Context: an optimization exercise on an open-source flow, tuned for small area, a short achievable clock period and few clock cycles per item. The choices shown serve that exercise and are no tape-out recipe.
RTL that was checked went through simulation tests only; none was proved equivalent to the original.
Function not checked in runs 3 and 4: the RTL went through the layout flow alone.

$ cat flow/run.sh
#!/bin/bash
# The standard layout (standard.sh: the standard flow's own synthesis and ORFS steps),
# with plain buf_1 cells as the port buffers instead of the delay buffers
# buffer_ports picks by default. Every port still gets its own buffer.
set -euo pipefail
export BUFFER_PORTS_ARGS="-buffer_cell sky130_fd_sc_hd__buf_1"
bash standard.sh > standard.log 2>&1
$ cat standard.sh
#!/bin/bash
# synth_recipe.tcl (not shown) runs the flow's synth.tcl, then flattens the netlist and writes it again
# the make line also repeats each setting of config.mk as NAME=value (left out here)
make -C /OpenROAD-flow-scripts/flow DESIGN_CONFIG=/design/flow/config.mk WORK_HOME=/design/flow/orfs CLKGATE_MAP_FILE= SYNTH_SCRIPT=/design/flow/synth_recipe.tcl "${@:-finish}"
$ cat config.mk
export PLATFORM = sky130hd
export DESIGN_NAME = fm_3d_ru_outline_setup
export DESIGN_NICKNAME = fm_3d_ru_outline_setup
export VERILOG_FILES = /design/flow/design.v
export SDC_FILE = /design/flow/constraint.sdc
export NUM_CORES = 4
export LEC_CHECK = 0
export ABC_AREA = 1
export CAP_MARGIN = 20
export CORE_MARGIN = 2
export CORE_UTILIZATION = 40
export CTS_BUF_LIST = sky130_fd_sc_hd__clkbuf_4 sky130_fd_sc_hd__clkbuf_8
export PLACE_DENSITY = 0.6
export SETUP_SLACK_MARGIN = 4.4
export SLEW_MARGIN = 20
$ cat constraint.sdc
create_clock -name core_clock -period 10.0 [get_ports {clk_core}]
set_input_delay 2.0000 -clock core_clock [delete_from_list [all_inputs] [get_ports {clk_core}]]
set_output_delay 2.0000 -clock core_clock [all_outputs]
set_load 0.01 [all_outputs]
$ cat design.v
module fm_3d_norm (
  i_s,
  i_e,
  i_f,
  o_b
);
    input         i_s;           
    input  [4:0]  i_e;           
    input  [16:0] i_f;           
    output [21:0] o_b;           
    wire        w_carry;        
    wire [3:0]  w_penc;         
    wire        w_c_zero;       
    wire        w_ce_zero;      
    wire [15:0] w_lshifted;     
    wire [4:0]  w_lshift_val;   
    wire [15:0] w_c_fraction;
    wire [15:0] w_c_frac;
    wire [4:0]  w_c_exp;        
    wire        w_c_sign;       
    wire [5:0]  w_incdec_out;   
    assign w_carry  = i_f[16];
    assign w_c_zero = (i_f == 17'h0);
    assign w_penc = f_prenc(i_f[15:0]);
    assign w_incdec_out = f_incdec(i_e, w_penc, w_carry);
    assign  w_lshift_val = w_penc;
    assign w_lshifted = i_f[15:0] << w_lshift_val;
    assign w_c_frac = (w_carry) ? i_f[16:1] : w_lshifted;
    assign w_c_exp = (w_c_zero|w_incdec_out[5]) ? 5'h0 : w_incdec_out[4:0];
    assign w_ce_zero = (w_c_exp == 5'h0);
    assign w_c_sign = i_s & !w_ce_zero;
    assign w_c_fraction = (w_ce_zero) ? 16'h0 : w_c_frac;
    assign o_b = {w_c_sign, w_c_exp, w_c_fraction};
function [3:0] f_prenc;
  input [15:0] mat;
  begin
    if (mat[15] == 1'b1) begin
      f_prenc = 4'h0;
    end else if (mat[14] == 1'b1) begin
      f_prenc = 4'h1;
    end else if (mat[13] == 1'b1) begin
      f_prenc = 4'h2;
    end else if (mat[12] == 1'b1) begin
      f_prenc = 4'h3;
    end else if (mat[11] == 1'b1) begin
      f_prenc = 4'h4;
    end else if (mat[10] == 1'b1) begin
      f_prenc = 4'h5;
    end else if (mat[9] == 1'b1) begin
      f_prenc = 4'h6;
    end else if (mat[8] == 1'b1) begin
      f_prenc = 4'h7;
    end else if (mat[7] == 1'b1) begin
      f_prenc = 4'h8;
    end else if (mat[6] == 1'b1) begin
      f_prenc = 4'h9;
    end else if (mat[5] == 1'b1) begin
      f_prenc = 4'ha;
    end else if (mat[4] == 1'b1) begin
      f_prenc = 4'hb;
    end else if (mat[3] == 1'b1) begin
      f_prenc = 4'hc;
    end else if (mat[2] == 1'b1) begin
      f_prenc = 4'hd;
    end else if (mat[1] == 1'b1) begin
      f_prenc = 4'he;
    end else begin
      f_prenc = 4'hf;
    end
  end
endfunction
function [5:0] f_incdec;
  input [4:0] a;
  input [3:0] b;
  input       inc;
  reg   [5:0] r_inc;
  reg   [5:0] r_dec;
  reg         r_1f_flag;
  begin
    r_1f_flag = (a == 5'h1f);
    r_inc = a + !r_1f_flag;
    r_dec = a - b;
    f_incdec = (inc) ? r_inc : r_dec;
  end
endfunction
endmodule
module fm_3d_fadd_c (
  i_a,
  i_b,
  i_adsb,
  o_c
);
    input  [21:0] i_a;
    input  [21:0] i_b;
    input         i_adsb;    
    output [21:0] o_c;
    wire         w_a_sign = i_a[21];
    wire [4:0]   w_a_exp  = i_a[20:16];
    wire [15:0]  w_a_fraction = i_a[15:0];
    wire         w_b_sign = i_b[21];
    wire [4:0]   w_b_exp  = i_b[20:16];
    wire [15:0]  w_b_fraction = i_b[15:0];
    wire        w_mag_frac = (w_a_fraction <= w_b_fraction);
    wire        w_mag_exp = (w_a_exp <= w_b_exp);
    wire [4:0]  w_exp_l = (w_mag_exp) ? w_b_exp : w_a_exp;
    wire [4:0]  w_amb = w_a_exp - w_b_exp;
    wire [4:0]  w_bma = w_b_exp - w_a_exp;
    wire [4:0]  w_ex0 = (w_mag_exp) ? w_bma : w_amb;
    wire        w_mag = (w_ex0 == 5'b0) ? w_mag_frac : w_mag_exp;
    wire [15:0] w_f0 = (!w_mag) ? w_a_fraction : w_b_fraction;
    wire        w_sign = (w_mag == 1'b0) ? w_a_sign : (i_adsb ^ w_b_sign);
    wire        w_sub = ((w_a_sign ^ w_b_sign) & !i_adsb) |
                        (!(w_a_sign ^ w_b_sign) & i_adsb);
    wire [15:0] w_f1_sa = w_a_fraction >> w_ex0;
    wire [15:0] w_f1_sb = w_b_fraction >> w_ex0;
    wire [15:0] w_f1t = (w_mag) ? w_f1_sa : w_f1_sb;
    wire [16:0] w_mats = (!w_sub) ? (w_f0 + w_f1t) : (w_f0 - w_f1t);
    fm_3d_norm norm (
        .i_s(w_sign),
        .i_e(w_exp_l),
        .i_f(w_mats),
        .o_b(o_c)
    );
endmodule
module fm_3d_fsub3 (
  clk_core,
  i_en,
  i_a,
  i_b,
  o_n,
  o_one,
  o_two,
  o_c
);
    input         clk_core;
    input         i_en;
    input  [20:0] i_a;
    input  [20:0] i_b;
    output [21:0] o_n;       
    output        o_one;     
    output        o_two;     
    output [21:0] o_c;       
    wire [4:0]   w_a_exp  = i_a[20:16];
    wire [15:0]  w_a_fraction = i_a[15:0];
    wire [4:0]   w_b_exp  = i_b[20:16];
    wire [15:0]  w_b_fraction = i_b[15:0];
    wire        w_mag_frac = (w_a_fraction <= w_b_fraction);
    wire        w_mag_exp = (w_a_exp <= w_b_exp);
    wire [4:0]  w_exp_l = (w_mag_exp) ? w_b_exp : w_a_exp;
    wire [4:0]  w_amb = w_a_exp - w_b_exp;
    wire [4:0]  w_bma = w_b_exp - w_a_exp;
    wire [4:0]  w_ex0 = (w_mag_exp) ? w_bma : w_amb;
    wire        w_mag = (w_ex0 == 5'b0) ? w_mag_frac : w_mag_exp;
    reg         r_sign1;
    reg  [4:0]  r_exp1;
    reg  [4:0]  r_ex0;
    reg  [15:0] r_f0;
    reg  [15:0] r_f1;
    reg         r_sign2;
    reg  [4:0]  r_exp2;
    reg  [16:0] r_mats;
    reg  [21:0] r_c;
    always @(posedge clk_core) begin
        if (i_en) begin
            r_sign1 <= w_mag;
            r_exp1 <= w_exp_l;
            r_ex0 <= w_ex0;
            r_f0 <= w_mag ? w_b_fraction : w_a_fraction;
            r_f1 <= w_mag ? w_a_fraction : w_b_fraction;
        end
    end
    wire [15:0] w_f1t = r_f1 >> r_ex0;
    always @(posedge clk_core) begin
        if (i_en) begin
            r_sign2 <= r_sign1;
            r_exp2 <= r_exp1;
            r_mats <= {1'b0, r_f0} - {1'b0, w_f1t};
        end
    end
    fm_3d_norm norm (
        .i_s(r_sign2),
        .i_e(r_exp2),
        .i_f(r_mats),
        .o_b(o_n)
    );
    always @(posedge clk_core) begin
        if (i_en) r_c <= o_n;
    end
    wire        w_carry = r_mats[16];
    wire [3:0]  w_pe = f_prenc(r_mats[15:0]);
    wire [15:0] w_m1 = r_mats[15:0] - 16'h1;
    wire        w_pow2 = ((r_mats[15:0] & w_m1) == 16'h0);
    assign o_one = (r_mats == 17'h0) | (!w_carry & (r_exp2 <= {1'b0, w_pe}));
    assign o_two = w_carry ? ((r_mats[15:1] == 15'h0) & (r_exp2 == 5'd14)) :
                             ((r_mats[15:0] != 16'h0) & w_pow2 &
                              (r_exp2 == {1'b0, w_pe} + 5'd15));
function [3:0] f_prenc;
  input [15:0] mat;
  integer i;
  begin
    f_prenc = 4'hf;
    for (i = 1; i < 16; i = i + 1)
      if (mat[i]) f_prenc = 4'd15 - i[3:0];
  end
endfunction
    assign o_c = r_c;
endmodule
module fm_3d_fsub1_c (
  i_a,
  o_c
);
    input  [20:0] i_a;
    output [20:0] o_c;
    wire [4:0]  w_e = i_a[20:16];
    wire [15:0] w_f = i_a[15:0];
    wire [15:0] w_d15 = {1'b0, w_f[14:0]};
    wire [3:0]  w_pe = f_prenc(w_d15);
    wire [4:0]  w_e15 = 5'd15 - {1'b0, w_pe};
    wire [15:0] w_f15 = w_d15 << w_pe;
    wire        w_z15 = (w_d15 == 16'h0) | (w_e15 == 5'd0);
    wire [4:0]  w_k = w_e - 5'd15;
    wire [15:0] w_sh = 16'h8000 >> w_k;
    wire [15:0] w_dh = w_f - w_sh;
    wire [20:0] w_rh = w_dh[15] ? {w_e, w_dh} : {w_e - 5'd1, w_dh[14:0], 1'b0};
    assign o_c = (w_e < 5'd15) ? 21'h0 :
                 (w_e == 5'd15) ? (w_z15 ? 21'h0 : {w_e15, w_f15}) :
                                  w_rh;
function [3:0] f_prenc;
  input [15:0] mat;
  integer i;
  begin
    f_prenc = 4'hf;
    for (i = 1; i < 16; i = i + 1)
      if (mat[i]) f_prenc = 4'd15 - i[3:0];
  end
endfunction
endmodule
module fm_3d_fadd05_c (
  i_a,
  o_c
);
    input  [20:0] i_a;
    output [20:0] o_c;
    wire [4:0]  w_e = i_a[20:16];
    wire [15:0] w_f = i_a[15:0];
    wire [4:0]  w_s = 5'd14 - w_e;
    wire [15:0] w_fl = 16'h8000 | (w_f >> w_s);
    wire [4:0]  w_k = w_e - 5'd14;
    wire [16:0] w_sum = {1'b0, w_f} + {1'b0, 16'h8000 >> w_k};
    wire [4:0]  w_ei = w_e + {4'd0, (w_e != 5'h1f)};
    wire [20:0] w_rh = w_sum[16] ? {w_ei, w_sum[16:1]} : {w_e, w_sum[15:0]};
    assign o_c = (w_e == 5'd0) ? {5'd14, 16'h8000} :
                 (w_e < 5'd14) ? {5'd14, w_fl} : w_rh;
endmodule
module fm_3d_fmul (
  clk_core,
  i_en,
  i_a,
  i_b,
  o_c
);
    input         clk_core;
    input         i_en;
    input  [21:0] i_a;
    input  [21:0] i_b;
    output [21:0] o_c;
    reg           r_sign_1z;
    reg    [23:0] r_h;
    reg    [15:0] r_l;
    reg    [4:0]  r_ce_tmp_1z;
    wire [4:0]  w_a_exp = i_a[20:16];
    wire [15:0] w_a_fraction = i_a[15:0];
    wire [4:0]  w_b_exp = i_b[20:16];
    wire [15:0] w_b_fraction = i_b[15:0];
    wire [5:0]  w_exp_add = w_a_exp + w_b_exp;
    wire [5:0]  w_adder_out = w_exp_add -  4'hf;
    wire [4:0]  w_ce_tmp = (w_exp_add < 5'hf) ? 5'h00 :
                           (w_adder_out[5])   ? 5'h1f :
                                                w_adder_out[4:0];
    wire [23:0] w_h = w_a_fraction * w_b_fraction[15:8];
    wire [23:0] w_l = w_a_fraction * w_b_fraction[7:0];
    always @(posedge clk_core) begin
        if (i_en) begin
            r_sign_1z <= i_a[21] ^ i_b[21];
            r_h <= w_h;
            r_l <= w_l[23:8];
            r_ce_tmp_1z <= w_ce_tmp;
        end
    end
    wire [24:0] w_x = {1'b0, r_h} + {9'h0, r_l} + 25'd64;
    wire [16:0] w_cf_tmp2 = w_x[23:7];
    wire        w_carry = w_cf_tmp2[16];
    wire [4:0]  w_ce = (w_cf_tmp2 == 17'h0) ? 5'h0 :
                       (w_carry & (r_ce_tmp_1z != 5'h1f)) ? r_ce_tmp_1z + 5'h1 :
                                                           r_ce_tmp_1z;
    wire [15:0] w_cf = w_carry ? w_cf_tmp2[16:1] : w_cf_tmp2[15:0];
    assign o_c = (w_ce == 5'h0) ? 22'h0 : {r_sign_1z, w_ce, w_cf};
endmodule
module fm_3d_frcp_rom (
  i_a,
  o_c
);
    input  [6:0]  i_a;
    output [31:0] o_c;
    wire   [4095:0] w_tab = {
        32'h40400080, 32'h40810081, 32'h40c20082, 32'h41040083, 32'h41460084, 32'h41890085, 32'h41cc0086, 32'h42100087,
        32'h42540088, 32'h429a008a, 32'h42df008b, 32'h4325008c, 32'h436c008d, 32'h43b3008e, 32'h43fb008f, 32'h44440091,
        32'h448d0092, 32'h44d70093, 32'h45210094, 32'h456c0095, 32'h45b80097, 32'h46040098, 32'h46510099, 32'h469e009b,
        32'h46ed009c, 32'h473c009d, 32'h478b009f, 32'h47dc00a0, 32'h482d00a2, 32'h487e00a3, 32'h48d100a4, 32'h492400a6,
        32'h497800a7, 32'h49cd00a9, 32'h4a2200aa, 32'h4a7900ac, 32'h4ad000ae, 32'h4b2700af, 32'h4b8000b1, 32'h4bda00b2,
        32'h4c3400b4, 32'h4c8f00b6, 32'h4ceb00b8, 32'h4d4800b9, 32'h4da600bb, 32'h4e0400bd, 32'h4e6400bf, 32'h4ec400c0,
        32'h4f2600c2, 32'h4f8800c4, 32'h4fec00c6, 32'h505000c8, 32'h50b500ca, 32'h511b00cc, 32'h518300ce, 32'h51eb00d0,
        32'h525400d2, 32'h52bf00d4, 32'h532a00d7, 32'h539700d9, 32'h540500db, 32'h547400dd, 32'h54e400e0, 32'h555500e2,
        32'h55c700e4, 32'h563b00e7, 32'h56b000e9, 32'h572600ec, 32'h579d00ee, 32'h581600f1, 32'h588f00f3, 32'h590b00f6,
        32'h598700f9, 32'h5a0500fb, 32'h5a8400fe, 32'h5b050101, 32'h5b870104, 32'h5c0b0107, 32'h5c90010a, 32'h5d17010d,
        32'h5d9f0110, 32'h5e290113, 32'h5eb40116, 32'h5f410119, 32'h5fd0011d, 32'h60600120, 32'h60f20123, 32'h61860127,
        32'h621b012a, 32'h62b2012e, 32'h634c0132, 32'h63e70136, 32'h64830139, 32'h6522013d, 32'h65c30141, 32'h66660145,
        32'h670b0149, 32'h67b2014d, 32'h685b0152, 32'h69060156, 32'h69b4015a, 32'h6a63015f, 32'h6b150164, 32'h6bca0168,
        32'h6c80016d, 32'h6d3a0172, 32'h6df50177, 32'h6eb3017c, 32'h6f740181, 32'h70380186, 32'h70fe018c, 32'h71c70191,
        32'h72920197, 32'h7361019d, 32'h743201a2, 32'h750701a8, 32'h75de01af, 32'h76b901b5, 32'h779701bb, 32'h787801c2,
        32'h795c01c8, 32'h7a4401cf, 32'h7b3001d6, 32'h7c1f01dd, 32'h7d1101e5, 32'h7e0701ec, 32'h7f0101f4, 32'h800001fc
    };
    assign o_c = w_tab[{i_a, 5'd0} +: 32];
endmodule
module fm_3d_frcp (
  clk_core,
  i_en,
  i_a,
  o_c,
  o_zero
);
    input         clk_core;
    input         i_en;
    input  [21:0] i_a;
    output [21:0] o_c;
    output        o_zero;
    reg    [21:0] r_c;
    reg           r_zo;
    reg           r_a_sign;
    reg    [4:0]  r_ce_tmp;
    reg           r_zero_flag;
    reg    [15:0] r_base;
    reg    [7:0]  r_corr;
    wire   [4:0]  w_a_exp = i_a[20:16];
    wire   [15:0] w_a_fraction = i_a[15:0];
    wire   [31:0] w_rom_out;
    wire   [15:0] w_rom_base = w_rom_out[31:16];    
    wire   [8:0]  w_rom_diff = w_rom_out[8:0];      
    wire   [16:0] w_rom_correct = w_rom_diff * w_a_fraction[7:0];
    always @(posedge clk_core) begin
        if (i_en) begin
            r_a_sign <= i_a[21];
            r_ce_tmp <= 5'h1e - w_a_exp;
            r_zero_flag <= (w_a_exp == 5'h0);
            r_base <= w_rom_base;
            r_corr <= w_rom_correct[16:9];
        end
    end
    wire   [15:0] w_cf_tmp = r_base - {8'h0, r_corr};
    wire          w_sh = !w_cf_tmp[15];
    wire   [5:0]  w_ce = {1'b0, r_ce_tmp} - {5'h0, w_sh};
    wire          w_cz = w_ce[5] | (w_ce[4:0] == 5'h0);
    wire   [15:0] w_cf = w_sh ? {w_cf_tmp[14:0], 1'b0} : w_cf_tmp;
    wire   [21:0] w_c = w_cz ? 22'h0 : {r_a_sign, w_ce[4:0], w_cf};
    always @(posedge clk_core) begin
        if (i_en) begin
            r_c <= (r_zero_flag) ? 22'h0 : w_c;
            r_zo <= r_zero_flag;
        end
    end
    fm_3d_frcp_rom frcp_rom (
        .i_a(w_a_fraction[14:8]),
        .o_c(w_rom_out)
    );
    assign o_c = r_c;
    assign o_zero = r_zo;
endmodule
module fm_3d_ru_outline_setup (
    clk_core,
    rst_x,
    i_aa_en,
    i_valid,
    o_ack,
    i_vtx0_x,
    i_vtx0_y,
    i_vtx1_x,
    i_vtx1_y,
    i_vtx2_x,
    i_vtx2_y,
    o_valid,
    o_is_first,
    o_is_second,
    o_aa_mode,
    o_idle,
    o_start_x_e0,
    o_start_x_05_e0,
    o_start_y_e0,
    o_end_y_e0,
    o_delta_e0,
    o_delta_t_e0,
    o_delta_a_e0,
    o_start_x_e1,
    o_start_x_05_e1,
    o_start_y_e1,
    o_end_y_e1,
    o_delta_e1,
    o_delta_t_e1,
    o_delta_a_e1,
    o_start_x_e2,
    o_start_x_05_e2,
    o_start_y_e2,
    o_end_y_e2,
    o_delta_e2,
    o_delta_t_e2,
    o_delta_a_e2,
    i_ack
);
    input         clk_core;
    input         rst_x;
    input         i_aa_en;
    input         i_valid;
    output        o_ack;
    input  [20:0] i_vtx0_x;
    input  [20:0] i_vtx0_y;
    input  [20:0] i_vtx1_x;
    input  [20:0] i_vtx1_y;
    input  [20:0] i_vtx2_x;
    input  [20:0] i_vtx2_y;
    output        o_is_first;
    output        o_is_second;
    output        o_valid;
    output        o_aa_mode;
    output        o_idle;
    output [20:0] o_start_x_e0;
    output [20:0] o_start_x_05_e0;
    output [20:0] o_start_y_e0;
    output [20:0] o_end_y_e0;
    output [21:0] o_delta_e0;
    output [21:0] o_delta_t_e0;
    output [21:0] o_delta_a_e0;
    output [20:0] o_start_x_e1;
    output [20:0] o_start_x_05_e1;
    output [20:0] o_start_y_e1;
    output [20:0] o_end_y_e1;
    output [21:0] o_delta_e1;
    output [21:0] o_delta_t_e1;
    output [21:0] o_delta_a_e1;
    output [20:0] o_start_x_e2;
    output [20:0] o_start_x_05_e2;
    output [20:0] o_start_y_e2;
    output [20:0] o_end_y_e2;
    output [21:0] o_delta_e2;
    output [21:0] o_delta_t_e2;
    output [21:0] o_delta_a_e2;
    input         i_ack;
    localparam [21:0] W_10 = 22'h0f8000;
    localparam [21:0] W_05 = 22'h0e8000;
    reg    [2:0]  r_ph;         
    reg           r_stall;
    reg           r_fv;         
    reg           r_v1, r_rec1, r_aa1, r_oaa1;
    reg           r_rec2, r_aa2, r_oaa2;
    reg    [1:0]  r_pend;       
    reg           r_aa_mode;
    reg    [2:0]  r_cnt;        
    reg           r_idle;
    reg           r_nph1_dy, r_nph2_dy, r_nph0_dx, r_nph2_dx, r_nph2_cu;
    wire          w_adv = !r_stall;
    wire          w_ph0 = r_ph[0];
    wire          w_ph1 = r_ph[1];
    wire          w_ph2 = r_ph[2];
    reg    [20:0] r1_v0x, r1_v1x, r1_v2x, r1_v0y, r1_v1y, r1_v2y;
    reg           r1_isf, r1_iss;
    reg    [20:0] r2_v1x, r2_v2x, r2_v0y, r2_v1y, r2_v2y;
    reg           r2_isf, r2_iss;
    reg    [21:0] r_rcb, r_rcc, r_rcd;
    reg           r_zb, r_zc, r_zd;
    reg    [21:0] r_dla, r_dlb;
    reg    [20:0] o_sx2, o_sy2, o_sx1, o_sy1;
    reg    [20:0] o_ey0, o_ey1, o_x052, o_x051;
    reg    [21:0] o_dl0, o_dl1, o_dl2;
    reg    [21:0] o_rc0, o_rc1, o_rc2;
    reg           o_z0, o_z1, o_z2;
    reg           o_isf, o_iss;
    wire   [20:0] w_dy_a = !r_nph1_dy ? i_vtx1_y : i_vtx0_y;
    wire   [20:0] w_dy_b = !r_nph2_dy ? i_vtx1_y : i_vtx2_y;
    wire   [21:0] w_dy;
    wire   [21:0] w_dy_n;
    wire          w_dy_one, w_dy_two;
    fm_3d_fsub3 u_dy (
        .clk_core(clk_core),
        .i_en(w_adv),
        .i_a(w_dy_a),
        .i_b(w_dy_b),
        .o_n(w_dy_n),
        .o_one(w_dy_one),
        .o_two(w_dy_two),
        .o_c(w_dy)
    );
    wire          w_isf = (i_vtx2_y != i_vtx1_y);
    wire          w_iss = (i_vtx1_y != i_vtx0_y);
    wire          w_one_line = w_dy_one;
    wire          w_two_line = w_dy_two;
    wire          w_cancel = w_one_line | (w_two_line & w_isf & !i_aa_en);
    wire          w_only_aa = w_two_line & w_isf & i_aa_en;
    reg           r_ack;        
    reg           r_ov;         
    assign o_ack = r_ack;
    wire          w_accept = o_ack & i_valid;
    wire   [21:0] w_rc;
    wire          w_rz;
    fm_3d_frcp u_rcp (
        .clk_core(clk_core),
        .i_en(w_adv),
        .i_a(w_dy),
        .o_c(w_rc),
        .o_zero(w_rz)
    );
    wire   [20:0] w_dx_a = !r_nph2_dx ? i_vtx0_x : !r_nph0_dx ? r1_v1x : r1_v0x;
    wire   [20:0] w_dx_b = !r_nph2_dx ? i_vtx2_x : !r_nph0_dx ? r1_v2x : r1_v1x;
    wire   [21:0] w_dx;
    wire   [21:0] w_dx_n;
    fm_3d_fsub3 u_dx (
        .clk_core(clk_core),
        .i_en(w_adv),
        .i_a(w_dx_a),
        .i_b(w_dx_b),
        .o_n(w_dx_n),
        .o_one(),
        .o_two(),
        .o_c(w_dx)
    );
    wire   [21:0] w_dl;
    fm_3d_fmul u_mul (
        .clk_core(clk_core),
        .i_en(w_adv),
        .i_a(w_dx),
        .i_b(w_rc),
        .o_c(w_dl)
    );
    wire   [20:0] w_ey, w_x05;
    reg    [20:0] r_ey0, r_x052;
    fm_3d_fsub1_c  u_ey  (.i_a(!r_nph2_cu ? r2_v1y : r2_v0y), .o_c(w_ey));
    fm_3d_fadd05_c u_x05 (.i_a(!r_nph2_cu ? r2_v1x : r2_v2x), .o_c(w_x05));
    wire          w_f1 = w_adv & w_ph2;     
    wire          w_wr = w_f1 & r_rec2;     
    always @(posedge clk_core) begin
        if (w_f1) begin
            r1_v0x <= i_vtx0_x;
            r1_v1x <= i_vtx1_x;
            r1_v2x <= i_vtx2_x;
            r1_v0y <= i_vtx0_y;
            r1_v1y <= i_vtx1_y;
            r1_v2y <= i_vtx2_y;
            r1_isf <= w_isf;
            r1_iss <= w_iss;
            r2_v1x <= r1_v1x;
            r2_v2x <= r1_v2x;
            r2_v0y <= r1_v0y;
            r2_v1y <= r1_v1y;
            r2_v2y <= r1_v2y;
            r2_isf <= r1_isf;
            r2_iss <= r1_iss;
        end
        if (w_adv & w_ph1) begin
            r_ey0 <= w_ey;
            r_x052 <= w_x05;
        end
        if (w_adv) begin
            r_rcb <= w_rc;
            r_rcc <= r_rcb;
            r_rcd <= r_rcc;
            r_zb <= w_rz;
            r_zc <= r_zb;
            r_zd <= r_zc;
            r_dla <= w_dl;
            r_dlb <= r_dla;
        end
        if (w_wr) begin
            o_sx2 <= r2_v2x;
            o_sy2 <= r2_v2y;
            o_sx1 <= r2_v1x;
            o_sy1 <= r2_v1y;
            o_ey0 <= r_ey0;
            o_ey1 <= w_ey;
            o_x052 <= r_x052;
            o_x051 <= w_x05;
            o_dl0 <= r_dlb;
            o_dl1 <= r_dla;
            o_dl2 <= w_dl;
            o_rc0 <= r_rcd;
            o_rc1 <= r_rcc;
            o_rc2 <= r_rcb;
            o_z0 <= r_zd;
            o_z1 <= r_zc;
            o_z2 <= r_zb;
            o_isf <= r2_isf;
            o_iss <= r2_iss;
        end
    end
    wire   [2:0]  w_ph_n = w_adv ? {r_ph[1:0], r_ph[2]} : r_ph;
    wire          w_rec2_n = w_f1 ? r_rec1 : r_rec2;
    wire          w_take = o_valid & i_ack;
    wire   [1:0]  w_pend_n = w_wr ? (r_oaa2 ? 2'd1 : r_aa2 ? 2'd2 : 2'd1) :
                             w_take ? r_pend - 2'd1 : r_pend;
    wire          w_stall_n = w_ph_n[2] & w_rec2_n & (w_pend_n != 2'd0);
    wire          w_fv_n = (w_adv & w_ph0) ? i_valid : r_fv;
    wire          w_last = w_take & (r_pend == 2'd1);
    wire   [2:0]  w_cnt_n = r_cnt + {2'b0, (w_accept & !w_cancel)} - {2'b0, w_last};
    always @(posedge clk_core or negedge rst_x) begin
        if (~rst_x) begin
            r_ph <= 3'b001;
            r_nph1_dy <= 1'b1;
            r_nph2_dy <= 1'b1;
            r_nph0_dx <= 1'b0;
            r_nph2_dx <= 1'b1;
            r_nph2_cu <= 1'b1;
            r_stall <= 1'b0;
            r_ack <= 1'b0;
            r_ov <= 1'b0;
            r_fv <= 1'b0;
            r_v1 <= 1'b0;
            r_rec1 <= 1'b0;
            r_aa1 <= 1'b0;
            r_oaa1 <= 1'b0;
            r_rec2 <= 1'b0;
            r_aa2 <= 1'b0;
            r_oaa2 <= 1'b0;
            r_pend <= 2'd0;
            r_aa_mode <= 1'b0;
            r_cnt <= 3'd0;
            r_idle <= 1'b1;
        end else begin
            r_ph <= w_ph_n;
            r_nph1_dy <= !w_ph_n[1];
            r_nph2_dy <= !w_ph_n[2];
            r_nph0_dx <= !w_ph_n[0];
            r_nph2_dx <= w_ph_n[0] | w_ph_n[1];
            r_nph2_cu <= w_ph_n[0] ^ w_ph_n[1];
            r_stall <= w_stall_n;
            r_ack <= w_ph_n[2] & w_fv_n & !w_stall_n;
            r_ov <= (w_pend_n != 2'd0);
            r_fv <= w_fv_n;
            if (w_f1) begin
                r_v1 <= r_fv;
                r_rec1 <= r_fv & !w_cancel;
                r_aa1 <= i_aa_en;
                r_oaa1 <= w_only_aa;
                r_rec2 <= r_rec1;
                r_aa2 <= r_aa1;
                r_oaa2 <= r_oaa1;
            end
            r_pend <= w_pend_n;
            if (w_wr) r_aa_mode <= r_oaa2;
            else if (w_take) r_aa_mode <= 1'b1;
            r_cnt <= w_cnt_n;
            r_idle <= !((i_valid & !w_accept) | (w_cnt_n != 3'd0));
        end
    end
    assign o_valid = r_ov;
    assign o_aa_mode = r_aa_mode;
    assign o_idle = r_idle;
    assign o_is_first = o_isf;
    assign o_is_second = o_iss;
    assign o_start_x_e0 = o_sx2;
    assign o_start_x_05_e0 = o_x052;
    assign o_start_y_e0 = o_sy2;
    assign o_end_y_e0 = o_ey0;
    assign o_delta_e0 = o_dl0;
    assign o_delta_t_e0 = o_rc0;
    assign o_delta_a_e0 = o_z0 ? 22'h0 : W_05;
    assign o_start_x_e1 = o_sx2;
    assign o_start_x_05_e1 = o_x052;
    assign o_start_y_e1 = o_sy2;
    assign o_end_y_e1 = o_ey1;
    assign o_delta_e1 = o_dl1;
    assign o_delta_t_e1 = o_rc1;
    assign o_delta_a_e1 = o_z1 ? 22'h0 : W_05;
    assign o_start_x_e2 = o_sx1;
    assign o_start_x_05_e2 = o_x051;
    assign o_start_y_e2 = o_sy1;
    assign o_end_y_e2 = o_ey0;
    assign o_delta_e2 = o_dl2;
    assign o_delta_t_e2 = o_rc2;
    assign o_delta_a_e2 = o_z2 ? 22'h0 : W_05;
endmodule
==> run notes, run 1 <==
* Status: finished clean
* CP Capture Type: flop
* Synth area leaders: edfxtp_1, nand2_1, fa_1
* WS Path Type: reg2reg
* Total global-route track usage at a little over a fifth
* Final Critical Period at 5530 ps
* Top cells by count, synth: nand2_1, edfxtp_1, inv_1
* Post-DP HPWL at 126,000 µm
* Routed len/inst at between 15 and 20 µm
* DIE WIDTH at between 300 and 400 µm
* Post-Route Setup TNS at 0 ps
* Peak Freq at around 0.18 GHz
* Final Hold Slack at 405 ps
* Period utilisation layout at 55.3%
* Seq/Total Area, Yosys at between 40% and 50%
* DR vias at between 40,000 and 50,000
* Initial antenna violation count at 11
* Post-DRT Antenna Nets at 0
* Most used cell, CP: nand2_1
* Routed WL at 170,000 µm
* Yosys cell types at 77
* Nets at 7,558
* Syn Area/Cell at between 9 and 10 µm²
* Cell count after synthesis at about 6,300
* Largest register FFs at 24
* Gp weighted congestion at about 0.9
* Clock latency (worst-skew pair) at 930 ps
* Arr. time, crit path at between 6000 and 7000 ps
* Reg with most FFs: u_mul.r_h
* IO buf count at ~530
* Fin area at slightly below 0.07 mm²
* Leading area contributor after synthesis: edfxtp_1
* Clock skew at 70.9 ps
* R2R depth at 24
* WHS Path Cells at 0
* Clock Pin Slew Worst Setup and Hold Paths at approximately 60 ps
* CTS tree: done
* Initial drt markers at about 4,000
* Global-route wire length before repair at roughly 260,000 µm
* Max-slew headroom at between 20% and 30%
* Grt total ovfl at 0
* Mapped cell area at between 0.06 and 0.07 mm²
* Router iterations before antenna repair at 8
* Dpl cell area at approximately 0.064 mm²
* Largest net degree at the start of global routing at 170
* Maxcap violations at 0
* Clk root buf: clkbuf_8
* Synth warn at 6
* Worst stage delay on the critical path at between 500 and 600 ps
* RSZ-0062 raised after global routing: yes
* FP Rows at approximately 140
* Area Growth Syn to Fin at 13.5%
* Count leader, synth: nand2_1
* Synth top area share at a little under half
* HP Class: reg2reg
* Endpoints failing setup at 0
* Starting Density at around two fifths
* CTS Hold Bufs at 0
* Longest Clk Path Bufs at 3
* Die H at just under 400 µm
* Core area at 0.152 mm²
* Primary FF master, synth: edfxtp_1
* Number of flops mapped to enable cells by yosys at between 900 and 1,000
* Post-synth ARST share at 2.51%
* Remaining DRCs at 0
* Hold Violations, Final at 0
* CTS buffer count at between 150 and 200
* Clk sink count at 995
* # H-tree levels at 4
* Critical-path maximum fanout at 9
* Vias in the first global route at between 40,000 and 50,000
* Worst path cell trace: clkinvlp_4, ha_4, nand2_4, nand2_4, o22ai_2, nand2_1, o21ai_0, o221ai_2, nand2_2, inv_4, nand2_1, fa_2, fa_2, fa_1, inv_1, fa_1, ha_4, nand2_1, nor2_2, nand4_1, o21ai_2, nand4_1, nand2_1, xor2_1
* Critical Path Start Type: flop
* Worst slew pin tran at around 1100 ps
* Die area at between 0.15 and 0.2 mm²
* IO Count at just under 600
* Slowest stage cell, crit path: fa_2
* Routed vias/inst at 5.09
* Worst Path Required at 10,650 ps
* Register bit count reported by yosys at about 1,000
* Layout cells sized above 1 at 8.91%
* Slew Limit Fails at 0
* Fill cells at about 14,000
==> critical path: cells and delay by family (launching register included) <==
family                     cells  cell delay, ps
DFF                            1             470
xor gates and xnor gates       1              60
and+or+nand+nor               10            1100
buffers and inverters          3             350
AOI/OAI and AO/OA              4             640
adders and majority gates      6            2680
==> stage by stage <==
step	util (%)	setup WS, ps	cells
2_1_floorplan	-	-434	6399
3_3_place_gp	42.2	3060	8624
3_5_place_dp	42.2	3080	8624
4_1_cts	44.8	4380	8942
5_1_grt	45.6	4290	9034
6_report	45.6	4470	9038
==> cell type report <==
type	count	area (µm²)	area share (%)
sequential	995	29800	43.0
multi-input combinational	4116	26600	38.4
inverter	916	3520	5.08
timing repair buffer	662	3300	4.76
clock buffer	201	2550	3.68
tap	2030	2540	3.67
clock inverter	105	966	1.39
antenna	12	30.0	0.0434
timing repair inverter	1	5.00	0.00723
==> metal layers <==
layer	part of all wire (%)	global-route usage (%)
met3	5.9	3.81
met2	47	34.7
met5	0.059	0.339
met4	2.9	7.24
met1	44	28.3
==> cell usage in the layout (no fill, tap or decap), drive strengths merged, types with 9 or more instances in the layout <==
master | synthesis | routed
nor4 | 29 | 29
o21a | 18 | 18
inv | 910 | 912
nor2 | 328 | 328
bufinv | 0 | 11
o31ai | 11 | 11
o21ai | 458 | 458
fa | 225 | 225
clkinvlp | 0 | 11
a211oi | 14 | 14
ha | 344 | 344
buf | 205 | 656
clkinv | 6 | 88
dfrtp | 19 | 19
mux2i | 13 | 13
edfxtp | 970 | 970
a31oi | 33 | 33
or2 | 64 | 64
nand4 | 40 | 40
o22ai | 13 | 13
nor3 | 58 | 58
o211ai | 38 | 38
clkbuf | 168 | 205
nand3 | 337 | 337
xnor2 | 69 | 69
a22oi | 9 | 9
xor2 | 117 | 117
o21bai | 20 | 20
nand2 | 1426 | 1427
a21o | 10 | 10
conb | 1 | 54
o221ai | 16 | 16
diode | 0 | 12
a21oi | 306 | 306
==> worst paths after layout <==
kind                             start               to  slack [ps]
setup / recovery           u_dy.r_c[8]  u_rcp.r_corr[7]        4470
max in group asynchronous        rst_x        r_nph0_dx        8300
setup reg to reg           u_dy.r_c[8]  u_rcp.r_corr[7]        4470
hold / removal              r2_v2x[12]        o_sx2[12]         410
hold reg to reg             r2_v2x[12]        o_sx2[12]         410
min in group asynchronous        rst_x            r_aa1        1160
==> cells by family after synthesis <==
logic type	Yosys count	share of synthesized area, %
buffers and inverters	1289	9.00
multiplexers	13	0.213
other	1	0.00615
adder cells (fa/ha/maj)	569	14.4
flip-flops	995	48.8
XOR/XNOR	186	2.68
AND/OR/NAND/NOR	2303	15.8
AO/OA/AOI/OAI	990	9.13
==> what timing repair did <==
item | in CTS | in global routing
pin swaps | 8 | 39
gates resized for setup | 85 | 136
buffers inserted | 10 | 78
endpoints found under the setup margin | 97 | 138
cloned | 2 | 4
Testbench counts, summed over its fixed seeds: cycles 14,475, triangles 4,800.
==> run 2: changes to the inputs <==
--- a/config.mk
+++ b/config.mk
@@ -12,4 +12,4 @@
 export CTS_BUF_LIST = sky130_fd_sc_hd__clkbuf_4 sky130_fd_sc_hd__clkbuf_8
 export PLACE_DENSITY = 0.6
-export SETUP_SLACK_MARGIN = 4.4
+export SETUP_SLACK_MARGIN = 4.7
 export SLEW_MARGIN = 20
==> run notes, run 2 <==
* Status: finished clean
* Remaining DRCs at 0
* Seq/Total Area, Yosys at between 40% and 50%
* Worst stage delay on the critical path at 560 ps
* Global-route wire length before repair at approximately 260,000 µm
* Routed len/inst at between 15 and 20 µm
* Fin area at 0.0699 mm²
* Initial antenna violation count at 10
* CP Capture Type: flop
* Die H at 395 µm
* Routed WL at roughly 170,000 µm
* Mapped cell area at 0.0610 mm²
* Longest Clk Path Bufs at 3
* Clk sink count at roughly 1,000
* Dpl cells at about 8,600
* Synth top area share at 47.7%
* Worst Path Required at roughly 11,000 ps
* Vias in the first global route at ~45,000
* Synth warn at 6
* Critical-path maximum fanout at 6
* Highest-count cells in the layout ignoring fill and taps: nand2_1, edfxtp_1, inv_1, buf_1, o21ai_0
* Area Growth Syn to Fin at 14.5%
* Synth area leaders: edfxtp_1, nand2_1, fa_1
* FP Rows at ~140
* Post-DRT Antenna Nets at 0
* Core area at roughly 0.15 mm²
* Post-Route Setup TNS at 0 ps
* Clock skew at ~80 ps
* DR vias at 46,200
* Slowest stage cell, crit path: fa_2
* Layout cells sized above 1 at about a tenth
* Post-synthesis simple-gate area fraction at 15.8%
* WS Path Type: reg2reg
* Arr. time, crit path at ~6100 ps
* Clock Pin Slew Worst Setup and Hold Paths at 60 ps
* Maxcap violations at 0
* Final Hold Slack at roughly 380 ps
* Total global-route track usage at between 20% and 30%
* Worst slew pin tran at around 1000 ps
* Compound-Gate Fraction of Synth Area at between 9 and 10%
* Xor and xnor fraction of the mapped netlist area at roughly 2.7%
* HP Class: reg2reg
* Reg with most FFs: u_mul.r_h
* Yosys cell types at 77
* Primary FF master, synth: edfxtp_1
* Endpoints failing setup at 0
* Syn Area/Cell at approximately 9.6 µm²
* Largest family of logic cells by synthesized area: simple AND/OR/NAND/NOR gates
* Max-slew headroom at around a third
* Top cells by count, synth: nand2_1, edfxtp_1, inv_1
* Nets at 7,615
* IO buf count at 532
* Critical Path Start Type: flop
* Router iterations before antenna repair at 6
* Largest net degree at the start of global routing at approximately 140
* RSZ-0062 raised after global routing: yes
* Cell count after synthesis at 6,346
* Clock latency (worst-skew pair) at 950 ps
* IO Count at about 590
* Slew Limit Fails at 0
* CTS buffer count at between 150 and 200
* Largest register FFs at 24
* Hold Violations, Final at 0
* Register bit count reported by yosys at 995
* Adder-Cell Fraction of Synth Area at 14.4%
* Peak Freq at 0.183 GHz
* Gp weighted congestion at 0.906
* Number of flops mapped to enable cells by yosys at 970
* Grt total ovfl at 0
* Multiplexer area fraction after synthesis at 0.213%
* Leading cell type in the layout, fill and taps excluded: nand2_1
* Fin cells at 9,086
* Final Critical Period at between 5000 and 6000 ps
* Clk root buf: clkbuf_8
* Post-DP HPWL at ~130,000 µm
* # H-tree levels at 4
* Post-synth ARST share at about 2.5%
* CTS tree: done
* Dpl cell area at roughly 0.064 mm²
* Leading area contributor after synthesis: edfxtp_1
* CP top delay family: adder cells
* DIE WIDTH at between 300 and 400 µm
* Count leader, synth: nand2_1
* Starting Density at 40.2%
* Initial drt markers at ~3,600
* Buf+Inv Stages, Crit Path at 7
* Period utilisation layout at between 50% and 60%
* Routed vias/inst at 5.09
* Die area at approximately 0.16 mm²
## run 2: cell types whose count changed in the layout (fill, tap and decap cells not counted), sizes merged
cell and delta:
buf +59, clkinv -25, clkbuf +24, diode -4, bufinv -3, inv -3
## run 2: metrics by stage
step                      setup WS (ps)  utilization, %
after global placement             3130            42.2
final                              4540            46.1
after detailed placement           3080            42.2
after floorplan                    -434               -
after CTS                          4560            45.5
after global routing               4270            46.1
## run 2: layout make-up
type,count,area (µm²)
Inverter,916,3530
Multi-Input combinational cell,4116,26700
Clock inverter,75,836
Clock buffer,228,2770
Antenna cell,8,20.0
Tap cell,2030,2540
Timing Repair Buffer,718,3680
Fill cell,14700,81800
Sequential cell,995,29800
## run 2: repair_timing
item	in CTS	in global routing
gates cloned	2	1
pin swaps	24	27
setup buffers	84	62
hold buffers	0	0
resized for setup	167	92
endpoints found under the setup margin	117	172
## run 2: worst reg2reg max path: cells and delay by family (launching register included)
family / cells / cell delay (ps)
simple gates: 5 / 580
buf+inv: 7 / 740
compound gates: 6 / 640
fa+ha+maj: 7 / 2690
flops: 1 / 420
xor+xnor: 1 / 130
## run 2: logic make-up (layout without fill, tap and decap cells)
| logic type | count (synthesis) | after routing |
|---|---|---|
| simple gates | 2303 | 2304 |
| buf+inv | 1289 | 1937 |
| flops | 995 | 995 |
| compound gates | 990 | 990 |
| fa+ha+maj | 569 | 569 |
| xor+xnor | 186 | 186 |
| mux | 13 | 13 |
| other cells | 1 | 62 |
## run 2: routing by layer
layer | track usage (%) | share of wire [%]
met1 | 29.0 | 44
met2 | 35.1 | 48
met3 | 3.46 | 5.7
met4 | 6.60 | 2.5
met5 | 0 | 0.0065
## run 2: path summary, 6_finish.rpt
path | startpoint | endpoint | slack (ps) | depth (start not counted)
max | u_dy.r_c[8] | u_rcp.r_corr[3] | 4540 | 26
min | r1_v0y[19] | r2_v0y[19] | 380 | 0
max reg2reg | u_dy.r_c[8] | u_rcp.r_corr[3] | 4540 | 26
min reg2reg | r1_v0y[19] | r2_v0y[19] | 380 | 0
max in group asynchronous | rst_x | r_nph0_dx | 8320 | 1
min in group asynchronous | rst_x | r_nph0_dx | 1170 | 1
==> run 3: changes to the inputs <==
--- a/design.v
+++ b/design.v
@@ -145,5 +145,4 @@
     wire [4:0]   w_b_exp  = i_b[20:16];
     wire [15:0]  w_b_fraction = i_b[15:0];
-    wire        w_mag_frac = (w_a_fraction <= w_b_fraction);
     wire        w_mag_exp = (w_a_exp <= w_b_exp);
     wire [4:0]  w_exp_l = (w_mag_exp) ? w_b_exp : w_a_exp;
@@ -151,6 +150,6 @@
     wire [4:0]  w_bma = w_b_exp - w_a_exp;
     wire [4:0]  w_ex0 = (w_mag_exp) ? w_bma : w_amb;
-    wire        w_mag = (w_ex0 == 5'b0) ? w_mag_frac : w_mag_exp;
-    reg         r_sign1;
+    reg         r_mag_exp;
+    reg         r_eq;
     reg  [4:0]  r_exp1;
     reg  [4:0]  r_ex0;
@@ -163,17 +162,21 @@
     always @(posedge clk_core) begin
         if (i_en) begin
-            r_sign1 <= w_mag;
+            r_mag_exp <= w_mag_exp;
+            r_eq <= (w_ex0 == 5'b0);
             r_exp1 <= w_exp_l;
             r_ex0 <= w_ex0;
-            r_f0 <= w_mag ? w_b_fraction : w_a_fraction;
-            r_f1 <= w_mag ? w_a_fraction : w_b_fraction;
+            r_f0 <= w_mag_exp ? w_b_fraction : w_a_fraction;
+            r_f1 <= w_mag_exp ? w_a_fraction : w_b_fraction;
         end
     end
     wire [15:0] w_f1t = r_f1 >> r_ex0;
+    wire [16:0] w_t1 = {1'b0, r_f0} - {1'b0, w_f1t};
+    wire [16:0] w_t2 = {1'b0, r_f1} - {1'b0, r_f0};
+    wire        w_neg = r_eq & w_t1[16];
     always @(posedge clk_core) begin
         if (i_en) begin
-            r_sign2 <= r_sign1;
+            r_sign2 <= r_eq ? !w_t1[16] : r_mag_exp;
             r_exp2 <= r_exp1;
-            r_mats <= {1'b0, r_f0} - {1'b0, w_f1t};
+            r_mats <= w_neg ? w_t2 : w_t1;
         end
     end
--- a/config.mk
+++ b/config.mk
@@ -9,7 +9,6 @@
 export CAP_MARGIN = 20
 export CORE_MARGIN = 2
-export CORE_UTILIZATION = 40
-export CTS_BUF_LIST = sky130_fd_sc_hd__clkbuf_4 sky130_fd_sc_hd__clkbuf_8
-export PLACE_DENSITY = 0.6
-export SETUP_SLACK_MARGIN = 4.7
+export CORE_UTILIZATION = 55
+export PLACE_DENSITY = 0.65
+export SETUP_SLACK_MARGIN = 5
 export SLEW_MARGIN = 20
==> run notes, run 3 <==
* Total global-route track usage at between 20 and 30%
* Critical R2R Launch: u_dy.r_c[8]
* Fin cells at just under 9,000
* Layout cells sized above 1 at around 10%
* Highest-count cells in the layout ignoring fill and taps: nand2_1, edfxtp_1, inv_1, buf_1, o21ai_0
* Slowest stage cell, crit path: fa_1
* HP Class: reg2reg
* Post-Route Setup TNS at 0 ps
* DIE WIDTH at ~340 µm
* Clock Pin Slew Worst Setup and Hold Paths at 60 ps
* IO Count at around 600
* Area Growth Syn to Fin at 14.5%
* R2R setup slack at ~4500 ps
* Gp weighted congestion at 0.962
* CTS buffer count at 104
* Clk sink count at 997
* CTS Hold Bufs at 0
* Most used cell, CP: inv_1
* # H-tree levels at 3
* Final Critical Period at approximately 5500 ps
* Primary FF master, synth: edfxtp_1
* Seq/Total Area, Yosys at 48.0%
* Hold Violations, Final at 0
* Yosys cell types at 72
* Maxcap violations at 0
* Fin area at about 0.07 mm²
* Longest Clk Path Bufs at 3
* Synth top area share at between 40% and 50%
* Synth area leaders: edfxtp_1, nand2_1, fa_1
* Routed WL at between 150,000 and 200,000 µm
* CTS tree: done
* Routed vias/inst at between 5 and 6
* Syn Area/Cell at 9.49 µm²
* Remaining DRCs at 0
* Crit path from: u_dy.r_c[8]
* Largest net degree at the start of global routing at 160
* Top cells by count, synth: nand2_1, edfxtp_1, inv_1
* Grt total ovfl at 0
* Slew Limit Fails at 0
* Clock latency (worst-skew pair) at 740 ps
* Core area at 0.112 mm²
* Initial drt markers at 4,141
* Mapped cell area at between 0.06 and 0.07 mm²
* CP Capture Type: flop
* Initial antenna violation count at 12
* Global-route wire length before repair at 258,000 µm
* FP Rows at 123
* Router iterations before antenna repair at 8
* Leading area contributor after synthesis: edfxtp_1
* Vias in the first global route at roughly 45,000
* DR vias at between 40,000 and 50,000
* WS Path Type: reg2reg
* CP Capture Point: u_rcp.r_corr[5]
* Routed len/inst at 19.5 µm
* Fill cells at about 9,400
* Worst stage delay on the critical path at 490 ps
* RSZ-0062 raised after global routing: yes
* Clk root buf: clkbuf_16
* Number of flops mapped to enable cells by yosys at ~970
* R2R depth at 31
* Peak Freq at between 0.15 and 0.2 GHz
* Post-DRT Antenna Nets at 0
* Reg with most FFs: u_mul.r_h
* Die H at roughly 340 µm
* Clock skew at roughly 55 ps
* Die area at about 0.12 mm²
* Post-DP HPWL at 122,000 µm
* Count leader, synth: nand2_1
* Dpl cells at 8,292
* Endpoints failing setup at 0
* Register bit count reported by yosys at between 900 and 1,000
* IO buf count at ~530
* Max-slew headroom at about 33%
* Worst slew pin tran at 1000 ps
* Nets at between 7,000 and 8,000
* Cell count after synthesis at between 6,000 and 7,000
* Starting Density at a little under three fifths
* Largest register FFs at 24
* Period utilisation layout at a little under three fifths
* Arr. time, crit path at between 5000 and 6000 ps
* Synth warn at 6
* Worst Path Required at about 10,000 ps
* Dpl cell area at 0.0645 mm²
* Reg-to-Reg End: u_rcp.r_corr[5]
* Leading cell type in the layout, fill and taps excluded: nand2_1
* Critical-path maximum fanout at 4
* Post-synth ARST share at ~2.5%
* Critical Path Start Type: flop
* Status: finished clean
==> run 3: changes by cell type in the layout (fill, tap and decap cells not counted), moves of 18 or more <==
| cell | change |
|---|---|
| a31oi_1 | +23 |
| buf_4 | +31 |
| clkbuf_1 | +18 |
| clkbuf_16 | +105 |
| clkbuf_4 | -59 |
| clkbuf_8 | -169 |
| inv_1 | +25 |
| nand2_1 | +36 |
| nand3_1 | -40 |
| nor2_1 | +40 |
| o21ai_0 | +52 |
| xnor2_1 | +18 |
==> run 3: worst min-delay path by stage <==
stage | slack, ps | start | cells past startpoint | to
after floorplan | 400 | r_dlb[0] | 0 | o_dl0[0]
final | 400 | r1_v1y[9] | 0 | r2_v1y[9]
after CTS | 400 | r1_v1y[9] | 0 | r2_v1y[9]
after global routing | 420 | r_x052[0] | 0 | o_x052[0]
after global placement | 400 | u_dy.r_exp1[2] | 0 | u_dy.r_exp2[2]
after detailed placement | 400 | r_ey0[10] | 0 | o_ey0[10]
==> run 3: layout make-up <==
type	count	area (µm²)	share of cell area, %
multi-input cells	4268	28000	39.4
well taps	1500	1880	2.64
repair inverters	1	7.51	0.0106
clock buffers	122	2670	3.76
diodes	10	25.0	0.0352
clock inverters	69	771	1.08
repair buffers	766	4220	5.93
flip-flops and latches	997	29800	41.9
inverters	955	3680	5.18
==> run 3: worst max-delay path: cells and delay by family (launching register included) <==
family | cells | cell delay [ps]
adder cells (fa/ha/maj) | 6 | 2250
buffers and inverters | 11 | 970
XOR/XNOR | 1 | 140
AND/OR/NAND/NOR | 7 | 590
AO/OA/AOI/OAI | 6 | 970
flip-flops | 1 | 340
==> run 3: through the flow <==
step | utilization [%] | hold WS [ps] | setup slack (ps)
2_1_floorplan | - | 400 | -433
3_3_place_gp | 57.5 | 400 | 3170
3_5_place_dp | 57.5 | 405 | 3120
4_1_cts | 62.3 | 399 | 4520
5_1_grt | 63.4 | 419 | 4310
6_report | 63.4 | 401 | 4470
==> run 3: cell families (layout without fill, tap and decap cells) <==
family	after synthesis	count (layout)	share of synthesized area [%]
multiplexers	17	17	0.274
adder cells (fa/ha/maj)	577	577	14.4
XOR/XNOR	203	203	2.88
buffers and inverters	1329	1913	9.09
flip-flops	997	997	48.0
AND/OR/NAND/NOR	2335	2337	15.6
AO/OA/AOI/OAI	1080	1080	9.76
other	1	64	0.00604
==> run 3: repair_timing <==
item                                    CTS  global route
cloned                                    5             2
gates resized for setup                 222           168
pin swaps                                47            75
setup buffers                           133            54
hold endpoints to repair                  0             0
endpoints found under the setup margin  145           151
==> run 3: routing by layer <==
| metal | vias up | global-route usage, % | part of all wire (%) |
|---|---|---|---|
| li1 | 22700 | - | - |
| met1 | 22800 | 38.9 | 43 |
| met2 | 1558 | 47.8 | 48 |
| met3 | 263 | 4.17 | 5.9 |
| met4 | 2 | 7.88 | 2.6 |
| met5 | - | 0 | 0.0071 |
==> run 4: changes to the inputs <==
--- a/design.v
+++ b/design.v
@@ -145,4 +145,5 @@
     wire [4:0]   w_b_exp  = i_b[20:16];
     wire [15:0]  w_b_fraction = i_b[15:0];
+    wire        w_mag_frac = (w_a_fraction <= w_b_fraction);
     wire        w_mag_exp = (w_a_exp <= w_b_exp);
     wire [4:0]  w_exp_l = (w_mag_exp) ? w_b_exp : w_a_exp;
@@ -150,6 +151,6 @@
     wire [4:0]  w_bma = w_b_exp - w_a_exp;
     wire [4:0]  w_ex0 = (w_mag_exp) ? w_bma : w_amb;
-    reg         r_mag_exp;
-    reg         r_eq;
+    wire        w_mag = (w_ex0 == 5'b0) ? w_mag_frac : w_mag_exp;
+    reg         r_sign1;
     reg  [4:0]  r_exp1;
     reg  [4:0]  r_ex0;
@@ -162,21 +163,17 @@
     always @(posedge clk_core) begin
         if (i_en) begin
-            r_mag_exp <= w_mag_exp;
-            r_eq <= (w_ex0 == 5'b0);
+            r_sign1 <= w_mag;
             r_exp1 <= w_exp_l;
             r_ex0 <= w_ex0;
-            r_f0 <= w_mag_exp ? w_b_fraction : w_a_fraction;
-            r_f1 <= w_mag_exp ? w_a_fraction : w_b_fraction;
+            r_f0 <= w_mag ? w_b_fraction : w_a_fraction;
+            r_f1 <= w_mag ? w_a_fraction : w_b_fraction;
         end
     end
     wire [15:0] w_f1t = r_f1 >> r_ex0;
-    wire [16:0] w_t1 = {1'b0, r_f0} - {1'b0, w_f1t};
-    wire [16:0] w_t2 = {1'b0, r_f1} - {1'b0, r_f0};
-    wire        w_neg = r_eq & w_t1[16];
     always @(posedge clk_core) begin
         if (i_en) begin
-            r_sign2 <= r_eq ? !w_t1[16] : r_mag_exp;
+            r_sign2 <= r_sign1;
             r_exp2 <= r_exp1;
-            r_mats <= w_neg ? w_t2 : w_t1;
+            r_mats <= {1'b0, r_f0} - {1'b0, w_f1t};
         end
     end
@@ -350,5 +347,16 @@
     wire   [15:0] w_rom_base = w_rom_out[31:16];    
     wire   [8:0]  w_rom_diff = w_rom_out[8:0];      
-    wire   [16:0] w_rom_correct = w_rom_diff * w_a_fraction[7:0];
+    wire   [7:0]  w_fl = w_a_fraction[7:0];
+    wire   [9:0]  w_fl1 = {2'b0, w_fl};
+    wire   [9:0]  w_fl2 = {1'b0, w_fl, 1'b0};
+    wire   [9:0]  w_fl3 = w_fl1 + w_fl2;
+    wire   [9:0]  w_m0 = f_sel(w_rom_diff[1:0], w_fl1, w_fl2, w_fl3);
+    wire   [9:0]  w_m1 = f_sel(w_rom_diff[3:2], w_fl1, w_fl2, w_fl3);
+    wire   [9:0]  w_m2 = f_sel(w_rom_diff[5:4], w_fl1, w_fl2, w_fl3);
+    wire   [9:0]  w_m3 = f_sel(w_rom_diff[7:6], w_fl1, w_fl2, w_fl3);
+    wire   [9:0]  w_m4 = w_rom_diff[8] ? w_fl1 : 10'h0;
+    wire   [16:0] w_rom_correct = {7'h0, w_m0} + {5'h0, w_m1, 2'h0} +
+                                  {3'h0, w_m2, 4'h0} + {1'h0, w_m3, 6'h0} +
+                                  {w_m4[8:0], 8'h0};
     always @(posedge clk_core) begin
         if (i_en) begin
@@ -378,4 +386,18 @@
     assign o_c = r_c;
     assign o_zero = r_zo;
+function [9:0] f_sel;
+  input [1:0] d;
+  input [9:0] x1;
+  input [9:0] x2;
+  input [9:0] x3;
+  begin
+    case (d)
+      2'd0: f_sel = 10'h0;
+      2'd1: f_sel = x1;
+      2'd2: f_sel = x2;
+      default: f_sel = x3;
+    endcase
+  end
+endfunction
 endmodule
 module fm_3d_ru_outline_setup (
--- a/config.mk
+++ b/config.mk
@@ -9,6 +9,6 @@
 export CAP_MARGIN = 20
 export CORE_MARGIN = 2
-export CORE_UTILIZATION = 55
-export PLACE_DENSITY = 0.65
+export CORE_UTILIZATION = 40
+export PLACE_DENSITY = 0.6
 export SETUP_SLACK_MARGIN = 5
 export SLEW_MARGIN = 20
==> run notes, run 4 <==
* Worst slew pin tran at about 1100 ps
* Post-DP HPWL at 128,000 µm
* Reg area at 0.0298 mm²
* Post-Route Setup TNS at 0 ps
* Primary FF master, synth: edfxtp_1
* Multiplexer area fraction after synthesis at less than 1%
* Area Growth Syn to Fin at 18.2%
* Yosys cell types at between 60 and 70
* Core area at between 0.1 and 0.15 mm²
* Initial antenna violation count at 13
* IO Count at approximately 600
* Initial drt markers at 3,761
* Mapped cell area at approximately 0.06 mm²
* Fill cells at 14,100
* Max-slew headroom at between 20% and 30%
* RSZ-0062 raised after global routing: yes
* CP Capture Type: flop
* Arr. time, crit path at approximately 6400 ps
* Met3 Usage GRT at 3.15%
* Endpoints failing setup at 0
* Reg with most FFs: u_mul.r_h
* DIE WIDTH at 393 µm
* Largest net degree at the start of global routing at around 160
* Layout cells sized above 1 at 12.5%
* Grt total ovfl at 0
* Register bit count reported by yosys at just under 1,000
* Post-DRT Antenna Nets at 0
* Clk root buf: clkbuf_16
* Final Core Density at 47.7%
* Period utilisation layout at between 50% and 60%
* Global routing met2 resource utilization at a little under two fifths
* Peak Freq at about 0.17 GHz
* Nets at approximately 7,600
* Slowest stage cell, crit path: fa_2
* Final Hold Slack at roughly 400 ps
* Seq/Total Area, Yosys at 49.2%
* Remaining DRCs at 0
* Die area at between 0.15 and 0.2 mm²
* Gp weighted congestion at approximately 0.9
* CTS Hold Bufs at 0
* Worst stage delay on the critical path at 540 ps
* Global-route wire length before repair at about 270,000 µm
* Synth area leaders: edfxtp_1, nand2_1, ha_1
* Total global-route track usage at 22.4%
* IO buf count at 532
* Top cells by count, synth: nand2_1, edfxtp_1, inv_1
* CTS buffer count at between 100 and 150
* Synth warn at 6
* CTS tree: done
* Vias in the first global route at about 45,000
* Post-synthesis simple-gate area fraction at between 10% and 20%
* Count leader, synth: nand2_1
* Router iterations before antenna repair at 7
* Clock skew at around 79 ps
* Critical Path Start Type: flop
* Post-synth ARST share at ~2.5%
* HP Class: reg2reg
* Adder-Cell Fraction of Synth Area at between 10% and 20%
* Clock Pin Slew Worst Setup and Hold Paths at ~60 ps
* Largest register FFs at 24
* Maxcap violations at 0
* Fin area at 0.0715 mm²
* WS Path Type: reg2reg
* Syn Area/Cell at 9.57 µm²
* Longest Clk Path Bufs at 3
* Largest family of logic cells by synthesized area: simple AND/OR/NAND/NOR gates
* Cell count after synthesis at between 6,000 and 7,000
* Die H at 393 µm
* Worst Path Required at ~10,000 ps
* Number of flops mapped to enable cells by yosys at just under 1,000
* Hold Violations, Final at 0
* Most Crowded Layer GR: met2
* Starting Density at between 40% and 50%
* Routed len/inst at between 15 and 20 µm
* FP Rows at 142
* Leading cell type in the layout, fill and taps excluded: nand2_1
* Dpl cell area at approximately 0.064 mm²
* Routed WL at about 180,000 µm
* Xor and xnor fraction of the mapped netlist area at under 10%
* Critical-path maximum fanout at 6
* Status: finished clean
* Grt met1 use at 29.4%
* DP Worst Slack at 2350 ps
* # H-tree levels at 3
* Post-route worst setup slack at a little over 4000 ps
* Clk sink count at just under 1,000
* Routed vias/inst at 5.17
* Slew Limit Fails at 0
* Synth top area share at about half
* Leading area contributor after synthesis: edfxtp_1
* Compound-Gate Fraction of Synth Area at between 10% and 20%
* Area occupied by multi-input gates at about 0.027 mm²
* Highest-count cells in the layout ignoring fill and taps: nand2_1, edfxtp_1, inv_1, buf_1, o21ai_0
* Clock latency (worst-skew pair) at 740 ps
* DR vias at ~47,000
* Final Critical Period at around 5900 ps
-- run 4: critical path: cells and delay by family, from the launching register on --
family / cells / cell delay, ps
buf+inv: 9 / 860
xor+xnor: 1 / 120
flops: 1 / 420
fa+ha+maj: 5 / 1950
compound gates: 4 / 490
simple gates: 18 / 1850
-- run 4: per-stage QoR --
step                instances
finish                   9068
global route             9067
CTS                      8989
detailed placement       8599
global placement         8599
floorplan                6369
-- run 4: worst paths after layout --
| path | to | depth (start not counted) | slack [ps] | from |
|---|---|---|---|---|
| max | u_rcp.r_corr[3] | 37 | 4060 | u_dy.r_c[9] |
| min | u_dy.r_exp2[2] | 0 | 400 | u_dy.r_exp1[2] |
| max reg2reg | u_rcp.r_corr[3] | 37 | 4060 | u_dy.r_c[9] |
| min reg2reg | u_dy.r_exp2[2] | 0 | 400 | u_dy.r_exp1[2] |
| max in group asynchronous | r_nph2_dy | 2 | 8380 | rst_x |
| min in group asynchronous | r_nph0_dx | 2 | 1310 | rst_x |
-- run 4: what timing repair did --
item | 4_1_cts | 5_1_grt
setup buffers | 179 | 73
cloned | 10 | 2
pin swaps | 61 | 99
endpoints found under the setup margin | 181 | 177
gates resized for setup | 283 | 229
-- run 4: logic make-up (layout without fill, tap and decap cells) --
kind of cell | Yosys count | in the layout
flip-flops | 995 | 995
multiplexers | 16 | 16
XOR/XNOR | 193 | 193
buffers and inverters | 1239 | 1914
adder cells (fa/ha/maj) | 527 | 527
AO/OA/AOI/OAI | 1098 | 1098
other | 1 | 58
AND/OR/NAND/NOR | 2247 | 2251
-- run 4: final cells by class --
cell class / count / area share (%)
flip-flops and latches: 995 / 41.6
multi-input cells: 4139 / 38.0
repair buffers: 833 / 6.75
inverters: 876 / 4.75
clock buffers: 125 / 3.87
well taps: 2016 / 3.53
clock inverters: 76 / 1.36
repair inverters: 4 / 0.0403
diodes: 4 / 0.0140
-- run 4: layer usage --
metal	vias up	wire length (µm)
met5	-	81
met3	324	10200
met4	12	5880
met2	1503	86000
li1	22400	-
met1	22700	75200

afterwards: timing with drivers on the ports:
Ports are ideal in the flow. The routed layouts listed here were re-timed in OpenROAD. Step 1 assumes that a clkbuf_16 drives the clock port and a buf_2 every other input. Step 2 times the ports against the registers' clock, not the clock port: input delays grow and output delays shrink by t, the midpoint of the rising clock arrivals with the driver on. Slacks: no drivers / after step 1 / after step 2; pairs: no drivers / after step 1.
run	shift t [ns]	slack for setup (ns)	worst setup path after step 2
run 1	0.979	4.466 / 4.466 / 3.931	input to register
run 2	0.980	4.540 / 4.540 / 4.175	input to register
run 3	0.778	4.472 / 4.472 / 4.472	register to register
run 4	0.800	4.057 / 4.057 / 4.057	register to register
After both steps every run listed still meets setup and hold. The setup slack of run 1, which loses most, moves by 0.000 ns with the drivers and by -0.535 ns with both steps.
